From an optimization exercise on the open Yosys and OpenROAD flow, aimed at a short achievable clock period and few clock cycles; shortcuts taken in it are not production practice. Function was checked by simulation only, so behaviour that the tests miss may differ from the original. The flow treats the clock pin as an ideal source, which a real chip does not have. Power and IR drop assume default switching activity.

## oak
Design ad100_cpu, start of the top module:
module ad100_cpu
(
  input clk,
  input rst,  
  output     [29:0] addr_1,  
  input      [31:0] read_1,
  output     [29:0] addr_2,  
  input      [31:0] read_2,
  output reg [31:0] write_2,
  output reg        write_enable_1, write_enable_2, write_enable_3, write_enable_4
);
export LEC_CHECK = 0
export CAP_MARGIN = 80
export CORE_MARGIN = 2
export CORE_UTILIZATION = 45
export SLEW_MARGIN = 80
create_clock -name core_clock -period 20.0 [get_ports {clk}]
standard.sh (not shown) runs the stock make flow with config.mk's settings and CLKGATE_MAP_FILE= SYNTH_SCRIPT=/design/flow/synth_recipe.tcl, a recipe that flattens the netlist after the stock synthesis.
==> flow/flow/run.sh <==
#!/bin/bash
# Own layout flow: the standard flow (standard.sh), with ORFS's delay
# cells (clkdlybuf4s*, dlygate*, dlymetal*) kept out of the physical steps,
# so that port buffers and wire repeaters are plain buffers:
#  - they are on the don't-use list of the steps after synthesis,
#  - buffer_ports is told to use buf_4 (it picks its cell itself),
#  - after the resize and CTS steps, any delay cell repair inserted anyway
#    is replaced by a plain buffer (swap_delay*.tcl).
# Synthesis runs unchanged first.
set -euo pipefail
HERE=$(pwd)
bash standard.sh synth > synth.log 2>&1
DELAY_CELLS=""
for c in clkdlybuf4s15_1 clkdlybuf4s15_2 clkdlybuf4s18_1 clkdlybuf4s18_2 \
         clkdlybuf4s25_1 clkdlybuf4s25_2 clkdlybuf4s50_1 clkdlybuf4s50_2 \
         dlygate4sd1_1 dlygate4sd2_1 dlygate4sd3_1 \
         dlymetal6s2s_1 dlymetal6s4s_1 dlymetal6s6s_1; do
  DELAY_CELLS="$DELAY_CELLS sky130_fd_sc_hd__$c"
done
export DONT_USE_CELLS="$DELAY_CELLS"
export BUFFER_PORTS_ARGS="-buffer_cell sky130_fd_sc_hd__buf_4"
export POST_RESIZE_TCL="$HERE/flow/swap_delay.tcl"
export POST_CTS_TCL="$HERE/flow/swap_delay_dp.tcl"
bash standard.sh finish > layout.log 2>&1
==> flow/flow/swap_delay.tcl <==
# Replace any delay cell that repair left in the design by a plain buffer of
# similar drive (the don't-use list does not reach every buffering step).
set swapped 0
foreach inst [[ord::get_db_block] getInsts] {
  set m [[$inst getMaster] getName]
  if {[regexp {^sky130_fd_sc_hd__(clkdlybuf4s[0-9]+|dlygate4sd[0-9]|dlymetal6s[0-9]s)_([0-9]+)$} $m -> kind size]} {
    set new [expr {$size >= 2 ? "sky130_fd_sc_hd__buf_4" : "sky130_fd_sc_hd__buf_2"}]
    replace_cell [$inst getName] $new
    incr swapped
  }
}
puts "swap_delay: replaced $swapped delay cells"
==> flow/flow/swap_delay_dp.tcl <==
# As swap_delay.tcl, for a step that has already legalized the placement:
# legalize again if anything changed.
source [file join [file dirname [info script]] swap_delay.tcl]
if {$swapped > 0} {
  detailed_placement
  check_placement -verbose
}
oak closes out successfully: all stages finished, all timing, DRC and antenna checks passed.
Testbench counts of oak, summed over its fixed seeds: cycles 92,608.
What pine does differently from oak at the input level:
- changing SLEW_MARGIN from 80 to 70
- changing CORE_UTILIZATION from 45 to 40
- changing CAP_MARGIN from 80 to 70
--- a/flow/flow/run.sh
+++ b/flow/flow/run.sh
@@ -5,6 +5,6 @@
 #  - they are on the don't-use list of the steps after synthesis,
 #  - buffer_ports is told to use buf_4 (it picks its cell itself),
-#  - after the resize and CTS steps, any delay cell repair inserted anyway
-#    is replaced by a plain buffer (swap_delay*.tcl).
+#  - after the resize, CTS and global route steps, any delay cell repair
+#    inserted anyway is replaced by a plain buffer (swap_delay*.tcl).
 # Synthesis runs unchanged first.
 set -euo pipefail
@@ -22,3 +22,4 @@
 export POST_RESIZE_TCL="$HERE/flow/swap_delay.tcl"
 export POST_CTS_TCL="$HERE/flow/swap_delay_dp.tcl"
+export POST_GLOBAL_ROUTE_TCL="$HERE/flow/swap_delay_grt.tcl"
 bash standard.sh finish > layout.log 2>&1
==> flow/flow/swap_delay_grt.tcl (new file) <==
# After global routing (whose repair step may insert delay cells as wire
# repeaters): replace them by plain buffers, legalize, reroute the changed
# nets incrementally and write the route guides again.
set delay_insts {}
foreach inst [[ord::get_db_block] getInsts] {
  if {[regexp {^sky130_fd_sc_hd__(clkdlybuf4s[0-9]+|dlygate4sd[0-9]|dlymetal6s[0-9]s)_([0-9]+)$} \
         [[$inst getMaster] getName]]} {
    lappend delay_insts $inst
  }
}
puts "swap_delay_grt: [llength $delay_insts] delay cells"
if {[llength $delay_insts] > 0} {
  global_route -start_incremental
  source [file join [file dirname [info script]] swap_delay.tcl]
  detailed_placement
  check_placement -verbose
  global_route -end_incremental
  estimate_parasitics -global_routing
  write_guides $::env(RESULTS_DIR)/route.guide
}
Results
Destination of the critical timing path = fetch_address[25]: oak; destination of the critical timing path = fetch_address[3]: pine. Summary — endpoint arrival time on the critical path, pine relative to oak: higher, by 370 ps. oak → pine: critical path required time held, internal power went down about 0.6%, clock distribution area overhead in the final layout went up 0.57 points, sequential cell count held. Side by side, slew at the pin with the worst max-slew slack turned out higher in pine than in oak. Global-route track usage on met2: pine vs oak down 8.0 points. pine vs. oak: half-perimeter wire length of the detailed placement result moved down, via count fell 2,365.
Setup changes, pine to birch
- SLEW_MARGIN: 70 -> 80
- CORE_UTILIZATION: 40 -> 50
- CAP_MARGIN: 70 -> 80
--- a/flow/flow/run.sh
+++ b/flow/flow/run.sh
@@ -5,6 +5,6 @@
 #  - they are on the don't-use list of the steps after synthesis,
 #  - buffer_ports is told to use buf_4 (it picks its cell itself),
-#  - after the resize, CTS and global route steps, any delay cell repair
-#    inserted anyway is replaced by a plain buffer (swap_delay*.tcl).
+#  - after the resize and CTS steps, any delay cell repair inserted anyway
+#    is replaced by a plain buffer (swap_delay*.tcl).
 # Synthesis runs unchanged first.
 set -euo pipefail
@@ -22,4 +22,3 @@
 export POST_RESIZE_TCL="$HERE/flow/swap_delay.tcl"
 export POST_CTS_TCL="$HERE/flow/swap_delay_dp.tcl"
-export POST_GLOBAL_ROUTE_TCL="$HERE/flow/swap_delay_grt.tcl"
 bash standard.sh finish > layout.log 2>&1
removed: flow/flow/swap_delay_grt.tcl
## What came out
Ran to the end and failed final checks on antenna violations: birch.
Compared pine against birch; synthesized cell count within noise.
Total power of birch is higher than that of pine.
Critical path startpoint = ex_src1[1]: birch; critical path startpoint = ex_src1[0]: pine
Clock period minus worst slack was lower in birch than in pine.
Diff pine -> birch: leakage power summed over all cells up 10%; transition time at the pin with the least slew margin now smaller; global-route usage rose 9.4 points; maximum number of pins on one net before global-route repair moved down; sequential standard cell area rose 210 um2.
Synthesis-to-finish area growth: birch vs pine up 10 points
Relative to pine, the post-detailed-routing wire length measured on birch has increased slightly.
Looking at worst-path cell with the longest stage delay, the sky130_fd_sc_hd__or4_1 result is from pine; the sky130_fd_sc_hd__fa_1 one comes from birch.
Portion of the clock cycle consumed by the worst path in the final layout in birch vs pine: down 0.79 points
> inputs changed (birch -> maple)
- a change of SLEW_MARGIN from 80 to 70
- a change of CAP_MARGIN from 80 to 70
- a change of CORE_UTILIZATION from 50 to 40
--- outcome ---
Diff birch..maple | count of final hold-check violations | negligible
Going from birch to maple, share of final layout cell area taken by non-clock buffers shrinks by 5.6 points.
Compared with birch, maple shows a non-clock buffer total of the final layout that is 48% lower.
The share of the synthesized netlist area taken by xor and xnor gates was comparable across maple and birch.
maple did not stop at any stage, and its layout met the timing, design-rule and antenna checks.
Inputs modified between maple and cedar:
- CAP_MARGIN: 70 -> 80
- SLEW_MARGIN: 70 -> 80
==> summary.txt <==
- Between maple and cedar, the flow reports area of all sequential standard cells increasing slightly.
- maple → cedar: register-to-register slack has increased, clock buffer count in the final layout moved up, routed wire length rose by about 2.6%.
- Looking at setup slack across both flows, cedar is the stronger of the two, with maple trailing.

[what the ideal ports hide]
How much do the figures lean on ideal ports? The routed layouts below were timed once more, with nothing changed but the port constraints.
Step 1 sets driving cells, clkbuf_16 on the clock port and buf_2 on the other inputs (assumed; they add their load-dependent delay and slew).
Step 2 also shifts input and output timing later by t, the mid clock arrival at the registers, as if the neighbouring blocks saw the same clock.
Slacks: ideal / step 1 / step 2; pairs: ideal / step 1.
run | t (ns) | setup slack, ns | cell pins on the clock port's net
oak | 0.947 | 14.135 / 14.135 / 13.523 | 1
pine | 0.959 | 13.761 / 13.761 / 13.569 | 1
birch | 0.958 | 13.919 / 13.919 / 13.158 | 1
maple | 0.956 | 13.778 / 13.778 / 13.571 | 1
cedar | 0.921 | 13.904 / 13.904 / 13.602 | 1
For birch, which loses most, drivers alone change the setup slack by 0.000 ns; drivers and shift together by -0.761 ns.
